Background: an optimization exercise with open tools, aiming at small area, a short achievable clock period and few clock cycles per item. Do not read the settings as production practice.
Only simulation tests tie the RTL to the original design; equivalence was not proved.
No activity file was given, so power comes from the tool's default toggle rates.

==> flow/design.v <==
`timescale 1ns / 1ps
module rotate_left_vector #(
    parameter N = 125
) (
    input  wire [N-1:0] d_vec,
    input  wire [3:0]   h,
    input  wire [3:0]   m,
    input  wire [3:0]   l,
    output wire [62:0]  out_vector
);
  wire [N+2:0] d = {d_vec, 3'b0};
  reg [77:0] a;
  reg [65:0] b;
  reg [62:0] o;
  integer i;
  always @* begin
    for (i = 0; i < 78; i = i + 1)
      a[77-i] = (h[0] & d[N+2-i]) | (h[1] & d[N+2-i-16]) | (h[2] & d[N+2-i-32]) |
                (h[3] & d[N+2-i-48]);
    for (i = 0; i < 66; i = i + 1)
      b[65-i] = (m[0] & a[77-i]) | (m[1] & a[73-i]) | (m[2] & a[69-i]) | (m[3] & a[65-i]);
    for (i = 0; i < 63; i = i + 1)
      o[62-i] = (l[0] & b[65-i]) | (l[1] & b[64-i]) | (l[2] & b[63-i]) | (l[3] & b[62-i]);
  end
  assign out_vector = o;
endmodule
`timescale 1ns / 1ps
module ldpc_encoder (
    input  wire        clk,
    input  wire        rst_n,
    input  wire        start_input,
    input  wire        start_conf_input,
    input  wire [63:0] data_in,
    output wire [63:0] data_out,
    output wire        done
);
  localparam NR = 12;
  localparam NC = 24;
  localparam S_IDLE = 2'd0;
  localparam S_CONF = 2'd1;
  localparam S_ENC = 2'd2;
  reg [3:0] rows;
  reg [4:0] cols;
  reg [5:0] zsz;
  reg [NR*NC*6-1:0] g;
  always @(posedge clk) begin
    if (state == S_IDLE && start_conf_input) begin
      rows <= data_in[3:0];
      cols <= data_in[12:8];
      zsz <= data_in[21:16];
    end
    if (f_gshift) g <= {data_in, g[NR*NC*6-1:64]};
  end
  reg [6:0] k_nmsg;     
  reg [6:0] k_t0;       
  reg [6:0] k_msgout;   
  reg [6:0] k_last;     
  reg [6:0] k_chain0;   
  reg [6:0] k_chain1;   
  reg [5:0] k_nz;       
  reg [62:0] zmask;
  wire [6:0] r7 = {3'b0, rows};
  wire [6:0] c7 = {2'b0, cols};
  always @(posedge clk) begin
    k_nmsg <= c7 - r7;
    if (rows == 4'd1) k_t0 <= (c7 >= 7'd22) ? c7 + 7'd3 : 7'd24;
    else k_t0 <= (c7 + r7 >= 7'd23) ? c7 + 7'd2 : 7'd25 - r7;
    k_chain0 <= c7 - r7 + 7'd3;
    k_chain1 <= (rows == 4'd1) ? c7 + 7'd2 : c7 + 7'd1;
    k_nz <= 6'd63 - zsz;
    zmask <= ~({63{1'b1}} >> zsz);
    k_msgout <= k_t0 + r7 - 7'd1;
    k_last <= k_t0 + c7 - 7'd1;
  end
  reg [1:0] state;
  reg [5:0] cyc;
  reg [1:0] nstate;
  always @* begin
    nstate = state;
    case (state)
      S_IDLE:
        if (start_conf_input) nstate = S_CONF;
        else if (start_input) nstate = S_ENC;
      S_CONF:
        if (cyc == 6'd28) nstate = S_IDLE;
      S_ENC:
        if ({1'b0, cyc} == k_last) nstate = S_IDLE;
      default: nstate = S_IDLE;
    endcase
  end
  wire [6:0] cn = (state == S_IDLE) ? 7'd1 : {1'b0, cyc} + 7'd1;
  wire n_enc = (nstate == S_ENC);
  wire n_conf = (nstate == S_CONF);
  wire [6:0] c_next = c7 + 7'd2 - cn;         
  wire [6:0] m_next = r7 + cn - 7'd2;         
  wire [6:0] k_par = cn - k_t0 + 7'd2;        
  wire n_s1msg = n_enc && cn >= 7'd2 && cn <= k_nmsg + 7'd1;
  wire n_chain = n_enc && cn >= k_chain0 && cn <= k_chain1;
  wire n_par = n_enc && cn >= k_t0 && cn < k_msgout;
  reg f_gshift, f_srshift, f_s1msg, f_first, f_chain, f_par, f_msgout, f_clr;
  reg done_r;
  always @(posedge clk or negedge rst_n) begin
    if (!rst_n) begin
      state <= S_IDLE;
      cyc <= 6'd0;
      f_gshift <= 1'b0;
      f_srshift <= 1'b0;
      f_s1msg <= 1'b0;
      f_first <= 1'b0;
      f_chain <= 1'b0;
      f_par <= 1'b0;
      f_msgout <= 1'b0;
      f_clr <= 1'b0;
      done_r <= 1'b0;
    end else begin
      state <= nstate;
      cyc <= (nstate == S_IDLE) ? 6'd0 : cn[5:0];
      f_gshift <= n_conf && cn >= 7'd2;
      f_srshift <= n_enc && (cn <= 7'd23 || (cn >= k_msgout && cn < k_last));
      f_s1msg <= n_s1msg;
      f_first <= n_enc && cn == k_chain0;
      f_chain <= n_chain;
      f_par <= n_par;
      f_msgout <= n_enc && cn >= k_msgout && cn < k_last;
      f_clr <= n_enc && cn == 7'd1;
      done_r <= n_enc && cn >= k_t0 && cn <= k_last;
    end
  end
  reg [NC-1:0] gsel;    
  reg [NR-1:0] rmask;   
  reg [NR-1:0] psel;    
  integer r;
  always @(posedge clk) begin
    for (r = 0; r < NC; r = r + 1)
      gsel[r] <= n_s1msg ? (m_next == r) : (c_next == r);
    for (r = 0; r < NR; r = r + 1) begin
      rmask[r] <= n_s1msg ? (r < rows) : (n_chain && r >= 1 && c_next >= r);
      psel[r] <= n_par ? ((k_par == r) || (r == 0 && k_par == r7)) : (r >= 1 && c_next == r);
    end
  end
  reg [62:0] sr[0:22];
  integer i;
  always @(posedge clk) begin
    if (f_srshift) begin
      sr[0] <= data_in[63:1];
      for (i = 1; i < 23; i = i + 1) sr[i] <= sr[i-1];
    end
  end
  reg [62:0] acc[0:NR-1];
  reg [62:0] acc_next[0:NR-1];
  reg [62:0] total;
  wire [62:0] rot[0:NR-1];
  always @* begin
    total = 63'b0;
    for (r = 0; r < NR; r = r + 1) begin
      acc_next[r] = (acc[r] & {63{~f_clr}}) ^ rot[r];
      total = total ^ acc[r];
    end
  end
  wire [62:0] total_m = total & zmask;
  reg [62:0] p_reg;      
  reg [124:0] d_reg;
  reg [3:0] sh[0:NR-1], sm[0:NR-1], sl[0:NR-1];
  wire [62:0] s1_x = f_s1msg ? (sr[0] & zmask) : f_first ? total_m : p_reg;
  wire [124:0] s1_dup = {s1_x, 62'b0} | ({s1_x, 62'b0} >> zsz);
  reg [5:0] gcv;
  integer c;
  always @(posedge clk) begin
    d_reg <= s1_dup;
    for (r = 0; r < NR; r = r + 1) begin
      gcv = 6'd0;
      for (c = 0; c < NC; c = c + 1)
        gcv = gcv | ({6{gsel[c]}} & g[(r*NC+c)*6+:6]);
      sh[r] <= 4'b1 << gcv[5:4];
      sm[r] <= 4'b1 << gcv[3:2];
      sl[r] <= {4{rmask[r] && gcv != 6'h3f}} & (4'b1 << gcv[1:0]);
    end
  end
  genvar gr;
  generate
    for (gr = 0; gr < NR; gr = gr + 1) begin : g_row
      rotate_left_vector #(.N(125)) u_rot (
          .d_vec(d_reg),
          .h(sh[gr]),
          .m(sm[gr]),
          .l(sl[gr]),
          .out_vector(rot[gr])
      );
    end
  endgenerate
  always @(posedge clk) begin
    for (r = 1; r < NR; r = r + 1) acc[r] <= acc_next[r];
    acc[0] <= f_first ? total : acc_next[0];
  end
  reg [3:0] dc;    
  always @(posedge clk) dc <= cols[3:0] - cyc[3:0];
  reg [5:0] gdiag;
  integer q;
  always @* begin
    gdiag = 6'd0;    
    for (q = 1; q < NR; q = q + 1)
      if (dc == q) gdiag = g[(q*NC+q)*6+:6];
  end
  wire [5:0] gdu = gdiag + k_nz;    
  wire dlive = (gdiag != 6'h3f) && n_chain;
  reg [3:0] fh, fm, fl, uh, um, ul;
  always @(posedge clk) begin
    fh <= 4'b1 << gdiag[5:4];
    fm <= 4'b1 << gdiag[3:2];
    fl <= {4{dlive}} & (4'b1 << gdiag[1:0]);
    uh <= 4'b1 << gdu[5:4];
    um <= 4'b1 << gdu[3:2];
    ul <= {4{dlive}} & (4'b1 << gdu[1:0]);
  end
  wire [62:0] fx = f_first ? total_m : p_reg;
  wire [62:0] f_left, f_right;
  rotate_left_vector #(.N(125)) u_fl (
      .d_vec({fx, 62'b0}),
      .h(fh),
      .m(fm),
      .l(fl),
      .out_vector(f_left)
  );
  rotate_left_vector #(.N(126)) u_fr (
      .d_vec({63'b0, fx}),
      .h(uh),
      .m(um),
      .l(ul),
      .out_vector(f_right)
  );
  reg [62:0] accsel;
  always @* begin
    accsel = 63'b0;
    for (r = 0; r < NR; r = r + 1) accsel = accsel | ({63{psel[r]}} & acc_next[r]);
  end
  wire [62:0] p_new = (accsel ^ f_left ^ f_right) & zmask;
  reg [62:0] out_reg;
  always @(posedge clk) begin
    if (f_chain || f_par) begin
      p_reg <= p_new;
      out_reg <= p_new;
    end else if (f_msgout) begin
      out_reg <= sr[22];
    end
  end
  assign data_out = {out_reg, 1'b0};
  assign done = done_r;
endmodule
==> flow/flow/run.sh <==
#!/bin/bash
# The standard layout (standard.sh), with two repair settings changed:
#  - repair_timing aims for 7.4 ns of setup slack instead of 0, so the layout is
#    optimised for speed (the clock period and constraints are unchanged);
#  - more antenna-repair passes after detailed routing.
# make's full output goes to flow.log in the work folder; ORFS keeps each
# step's log under orfs/logs.
set -euo pipefail
sed 's/CLKGATE_MAP_FILE= /CLKGATE_MAP_FILE= SETUP_SLACK_MARGIN=7.4 MAX_REPAIR_ANTENNAS_ITER_DRT=15 /' \
  standard.sh > standard_tuned.sh
bash standard_tuned.sh > flow.log 2>&1
==> flow/standard.sh <==
#!/bin/bash
# synth_recipe.tcl (not shown) runs the flow's synth.tcl, then flattens the netlist and writes it again
# the make line also repeats each setting of config.mk as NAME=value (left out here)
make -C /OpenROAD-flow-scripts/flow DESIGN_CONFIG=/design/flow/config.mk WORK_HOME=/design/flow/orfs CLKGATE_MAP_FILE= SYNTH_SCRIPT=/design/flow/synth_recipe.tcl "${@:-finish}"
==> flow/config.mk <==
export PLATFORM = sky130hd
export DESIGN_NAME = ldpc_encoder
export DESIGN_NICKNAME = ldpc_encoder
export VERILOG_FILES = /design/flow/design.v
export SDC_FILE = /design/flow/constraint.sdc
export NUM_CORES = 8
export LEC_CHECK = 0
export CAP_MARGIN = 30
export CORE_MARGIN = 2
export CORE_UTILIZATION = 55
export SLEW_MARGIN = 30
==> flow/constraint.sdc <==
create_clock -name core_clock -period 12.0 [get_ports {clk}]
set_input_delay 2.4000 -clock core_clock [delete_from_list [all_inputs] [get_ports {clk}]]
set_output_delay 2.4000 -clock core_clock [all_outputs]
set_load 0.01 [all_outputs]
==> results.txt, run 1 <==
Syn Std Cell Area=around 0.25 mm2; Run Error=[ERROR GRT-0116] Global routing finished with congestion. Check the congestion regions in the DRC Viewer.; clk buf depth=4; Top FF cell, synth=edfxtp_1; status=stopped before the end; Die Height=676 um; CTS H-tree lvls=5; largest net degree at the start of global routing=approximately 220; Total GRT Usage=75.3%; HPWL Detailed=between 1000 and 1500 mm; RD Place Congestion=1.23; Post-synth ARST share=less than 1%; Post-synth EDFFs=3,318; Synth Area per Inst=around 11 um2; Port Buffer Count=131; CTS Hold Buffers Added=0; Post-Syn Nets=22,900; halt point of the flow=global routing; # rows=246; Initial Util=between 50% and 60%; wire length of the first global-routing pass=approximately 2400 mm; I/O Pins=about 130; TritonCTS buffer count=438; flops & latches, synth=4,544; clk sinks=4,544; grt ovf=379; post-placement cell area=0.259 mm2; Die W=between 600 and 700 um; sequential area share after synthesis=50.1%; vias in the first global route=255,000; root buffer cell=clkbuf_16; Synth Instances=22,700; Distinct cells, synth=104; Syn. warnings=15
-- power by group through the flow --
stage / registers, uW / logic [uW] / clock network (uW)
2_1_floorplan: 26100 / 21100 / 0
3_3_place_gp: 27200 / 42400 / 0
3_5_place_dp: 27700 / 42900 / 0
4_1_cts: 27700 / 46700 / 14700
-- synth_stat cells, types with 46 or more instances --
cell	instances	area share, %
a221oi_1	550	1.9
a2111oi_2	103	0.62
a2111oi_1	68	0.27
nand4_1	853	2.2
a222oi_1	59	0.24
mux2i_1	123	0.50
inv_1	221	0.33
o21ai_1	440	0.89
edfxtp_1	3318	40
xnor2_1	1351	4.8
a2111oi_0	226	0.80
buf_1	177	0.27
ha_1	110	0.55
nor2b_1	803	2.0
o21ai_0	2946	5.9
mux2_2	91	0.41
a31oi_1	151	0.38
buf_6	115	0.52
clkbuf_1	1466	2.2
o22ai_1	126	0.32
nor3_1	64	0.13
dfxtp_1	1209	9.8
o221ai_1	54	0.19
a21o_1	46	0.14
a22o_1	2430	8.6
a22oi_1	1040	3.1
buf_2	399	0.80
xnor3_1	105	0.95
and2_1	112	0.28
a41oi_1	1209	4.3
nor2_1	474	0.72
o211ai_1	47	0.14
nand2_1	767	1.2
a21oi_1	384	0.77
nand3_1	274	0.55
-- how the worst max path moves through the flow --
stage	start	endpoint	slack [ns]
2_1_floorplan	f_gshift$_DFF_PN0_	g[0]$_DFFE_PP_	-0.37
3_3_place_gp	acc[8][10]$_DFF_P_	out_reg[53]$_DFFE_PP_	5.17
3_5_place_dp	sh[0][0]$_SDFF_PN0_	out_reg[32]$_DFFE_PP_	5.72
4_1_cts	d_reg[91]$_DFF_P_	out_reg[32]$_DFFE_PP_	7.13
-- metal layers --
| layer | GRT overflow | global-route usage [%] |
|---|---|---|
| met1 | 9 | 75.7 |
| met2 | 193 | 89.8 |
| met3 | 5 | 60.9 |
| met4 | 170 | 73.5 |
| met5 | 2 | 43.3 |
-- per-stage QoR --
stage	instances	setup WS [ns]	total power (uW)	TNS [ns]
after floorplan	22700	-0.372	47200	-643.08
after global placement	27600	5.17	69600	0
after detailed placement	27700	5.72	70600	0
after CTS	29000	7.13	89000	0
-- logic make-up after synthesis --
logic type / count (synthesis) / share of synthesized area, %
AOI/OAI and AO/OA: 10300 / 30.1
DFF: 4544 / 50.1
and+or+nand+nor: 3555 / 7.62
buffers and inverters: 2431 / 4.26
xor gates and xnor gates: 1513 / 6.00
muxes: 254 / 1.26
adders and majority gates: 120 / 0.636
other: 1 / 0.00151
-- timing repair --
action                                   CTS
pin swaps                                403
endpoints found under the hold margin      0
gates cloned                              31
endpoints found under the setup margin   316
buffers inserted                         412
resized for setup                       2328
Testbench counts, summed over its fixed seeds: cycles 10,528, items 192.
==> run 2: changes to the inputs <==
==> flow/run.sh (new file) <==
#!/bin/bash
# synth_recipe.tcl (not shown) runs the flow's synth.tcl, then flattens the netlist and writes it again
# the make line also repeats each setting of config.mk as NAME=value (left out here)
make -C /OpenROAD-flow-scripts/flow DESIGN_CONFIG=/design/flow/config.mk WORK_HOME=/design/flow/orfs CLKGATE_MAP_FILE= SYNTH_SCRIPT=/design/flow/synth_recipe.tcl finish
--- a/flow/config.mk
+++ b/flow/config.mk
@@ -8,4 +8,4 @@
 export CAP_MARGIN = 30
 export CORE_MARGIN = 2
-export CORE_UTILIZATION = 55
+export CORE_UTILIZATION = 40
 export SLEW_MARGIN = 30
removed: flow/flow/run.sh
removed: flow/standard.sh
==> run 2 against run 1 <==
  * The run now finishes clean
  * Synthesized cell count is the same
  * Area after synthesis stayed put
==> results.txt, run 2 <==
wire length of the first global-routing pass=2090 mm; Inst Count DP=between 30,000 and 40,000; Distinct cells, synth=104; worst vdd ir=657 uV; leakage power=around 0.093 uW; drt pass-1 iters=15; ANT nets after route=0; Min Hold Slack=between 0.3 and 0.4 ns; Area contributors post-synth=edfxtp_1 (40%), dfxtp_1 (9.8%), a22o_1 (8.6%), o21ai_0 (5.9%), xnor2_1 (4.8%); post-DR vias/cell=7.80; synth-to-layout area growth=14.4%; Hold EP=sr[6][46]$_DFFE_PP_; root buffer cell=clkbuf_16; area leader, netlist=edfxtp_1; fin crit period=a little over 7 ns; post_cts resized=0; Post-CTS Setup Bufs=0; RSZ-0062 raised after global routing=false; Die Height=792 um; status=complete, no violations; RD Place Congestion=1.19; Die ar.=0.626 mm2; Synth top area share=40.2%; hold path depth=0; PD cells=332 mW/mm2; CTS H-tree lvls=5; Port Buffer Count=approximately 130; most common cell after layout, fill and taps aside=edfxtp_1; Nets=22,700; Rel. slew slack=14.0%; Crit Path Class=reg2reg; biggest regs=g: 1728 flops, sr: 1449 flops, acc: 756 flops; Final Cell Area=0.284 mm2; maximum clock rate=0.142 GHz; Clock Skews=0.151 ns; Synth Instances=between 20,000 and 25,000; clk sinks=between 4,000 and 5,000; setup tns final=0 ns; Clk Latency, worst-skew pair=1.23 ns; Post-synth ARST share=0.374%; r2r worst-path depth=13; Die W=a little under 800 um; WP data required=between 10 and 15 ns; Clock Pin Slew Worst Setup and Hold Paths=0.06 ns; Core Area=about 0.62 mm2; HPWL Detailed=1180 mm; largest net degree at the start of global routing=198; most frequent cells in the layout=edfxtp_1 (3,318), o21ai_0 (2,929), a22o_1 (2,429); CTS Hold Buffers Added=0; RR Endpoint=out_reg[57]$_DFFE_PP_; Syn Std Cell Area=0.248 mm2; most frequent cells after synthesis=edfxtp_1 (3,318), o21ai_0 (2,946), a22o_1 (2,430); worst-path fanout max=20; hold wc startpoint=sr[5][46]$_DFFE_PP_; Crit. End Element=flip-flop; Post-Syn Nets=approximately 23,000; grt ovf=0; slowest stage delay, CP=1.05 ns; Syn. warnings=15; Biggest register=g; Worst EP arrival=slightly below 8 ns; Total GRT Usage=49.8%; Routed Wire Length=~1600 mm; Initial Util=between 40 and 50%; initial antenna violation count=293; hold crit path type=reg2reg; worst-margin pin slew=1.29 ns; sequential area share after synthesis=around 50%; TritonCTS buffer count=482; per-cell routed wire length=roughly 52 um; most common cell in the netlist=edfxtp_1; CTS tree=yes; fin cells=31,600; Post-synth EDFFs=between 3,000 and 4,000; DRC violations left=0; Synth Area per Inst=10.9 um2; R2R Setup Slk=a little under 5 ns; flops & latches, synth=about 4,500; I/O Pins=around 130; Hold Vio Cnt, Final=0; max-cap violations=0; vias in the first global route=213,000; RR Startpoint=d_reg[64]$_DFF_P_; layout cells sized above 1=13.5%; total number of vias=247,000; # rows=289; Slew Limit Fails=0; endpoints failing setup=0; Top FF cell, synth=edfxtp_1; clk buf depth=4; slowest stage cell, crit path=nand4_1; fin crit share=58.6%; number of DRC markers in iteration 0=slightly above 50,000; CP Cell Sequence=buf_4 > buf_4 > a22o_1 > o21ai_0 > nand4_1 > a22oi_1 > a21oi_1 > nor3b_1 > a2111oi_1 > nand4_1 > xnor3_1 > and2_1 > mux2_2; max reg flops=between 1,500 and 2,000; CP Launch Type=flip-flop; post-placement cell area=0.265 mm2
-- run 2: cell counts after synthesis --
No cell type changed its count.
-- run 2: worst max-delay path, delay by kind of cell (launching register included) --
family          cells  cell delay (ns)
mux                 1             0.27
simple gates        4             1.73
buf+inv             2             1.33
flops               1             0.70
xor+xnor            1             0.65
compound gates      5             1.83
-- run 2: power breakdown --
part	switching, uW	internal [uW]
Clock	7010	8770
Sequential	4730	23100
Combinational	38100	12600
Total	49800	44400
-- run 2: area by class of cell --
type                            instances  area [um2]
Fill cell                           57000      335000
Sequential cell                      4544      125000
Multi-Input combinational cell      15700      117000
Clock buffer                          615       13000
Timing Repair Buffer                 1480       12700
Tap cell                             8293       10400
Clock inverter                        294        3450
Antenna cell                          461        1150
Inverter                              251         950
-- run 2: how the worst max path moves through the flow --
stage | cells past startpoint | start | endpoint | slack, ns
2_1_floorplan | 0 | f_gshift$_DFF_PN0_ | g[0]$_DFFE_PP_ | -0.37
3_3_place_gp | 9 | acc[0][0]$_DFF_P_ | d_reg[44]$_DFF_P_ | 4.56
3_5_place_dp | 13 | d_reg[64]$_DFF_P_ | out_reg[18]$_DFFE_PP_ | 5.65
4_1_cts | 13 | d_reg[64]$_DFF_P_ | out_reg[18]$_DFFE_PP_ | 5.63
5_1_grt | 12 | sh[10][0]$_SDFF_PN0_ | out_reg[57]$_DFFE_PP_ | 5.33
6_report | 13 | d_reg[64]$_DFF_P_ | out_reg[57]$_DFFE_PP_ | 4.96
-- run 2: layer usage --
| metal | vias up | wire length, um | global-route usage (%) |
|---|---|---|---|
| met5 | - | 5820 | 5.74 |
| met3 | 7606 | 284000 | 31.7 |
| li1 | 92200 | - | - |
| met2 | 25000 | 606000 | 64.2 |
| met1 | 122000 | 548000 | 55.6 |
| met4 | 139 | 190000 | 43.8 |
-- run 2: cell families (layout without fill, tap and decap cells) --
family	after synthesis	in the layout	share of synthesized area (%)
flip-flops	4544	4544	50.1
adder cells (fa/ha/maj)	120	120	0.636
AO/OA/AOI/OAI	10300	10300	30.1
XOR/XNOR	1513	1513	6.00
multiplexers	254	254	1.26
AND/OR/NAND/NOR	3555	3555	7.62
other	1	462	0.00151
buffers and inverters	2431	2640	4.26
-- run 2: stage by stage --
stage / power (uW) / utilization (%) / worst slack, ns
2_1_floorplan: 47200 / - / -0.372
3_3_place_gp: 72100 / 42.5 / 4.56
3_5_place_dp: 72400 / 42.9 / 5.65
4_1_cts: 88200 / 45.5 / 5.63
5_1_grt: 92800 / 45.7 / 5.33
6_report: 94300 / 45.9 / 4.96

static timing again, ports no longer ideal:
How much do the figures lean on ideal ports? The routed layout below was timed once more, with nothing changed but the port constraints.
Step 1: set_driving_cell puts a clkbuf_16 on clk and a buf_2 on each other input, an assumption about the parent block.
Step 2 moves the port delays by t, midway between the first and last clock arrival at a register: inputs arrive t later, outputs are due t later. That takes back most of the time a late clock gives input paths.
Three values: ideal ports, drivers, drivers and shift; two values: the first two.
run: run 2
t (ns): 1.313
setup slack, ns: 4.964 / 4.964 / 4.964
latest minus earliest clock arrival (ns): 0.154 / 0.155
After both steps setup and hold are still met in run 2. The setup slack of run 2 moves by 0.000 ns with the drivers and by 0.000 ns with both steps.
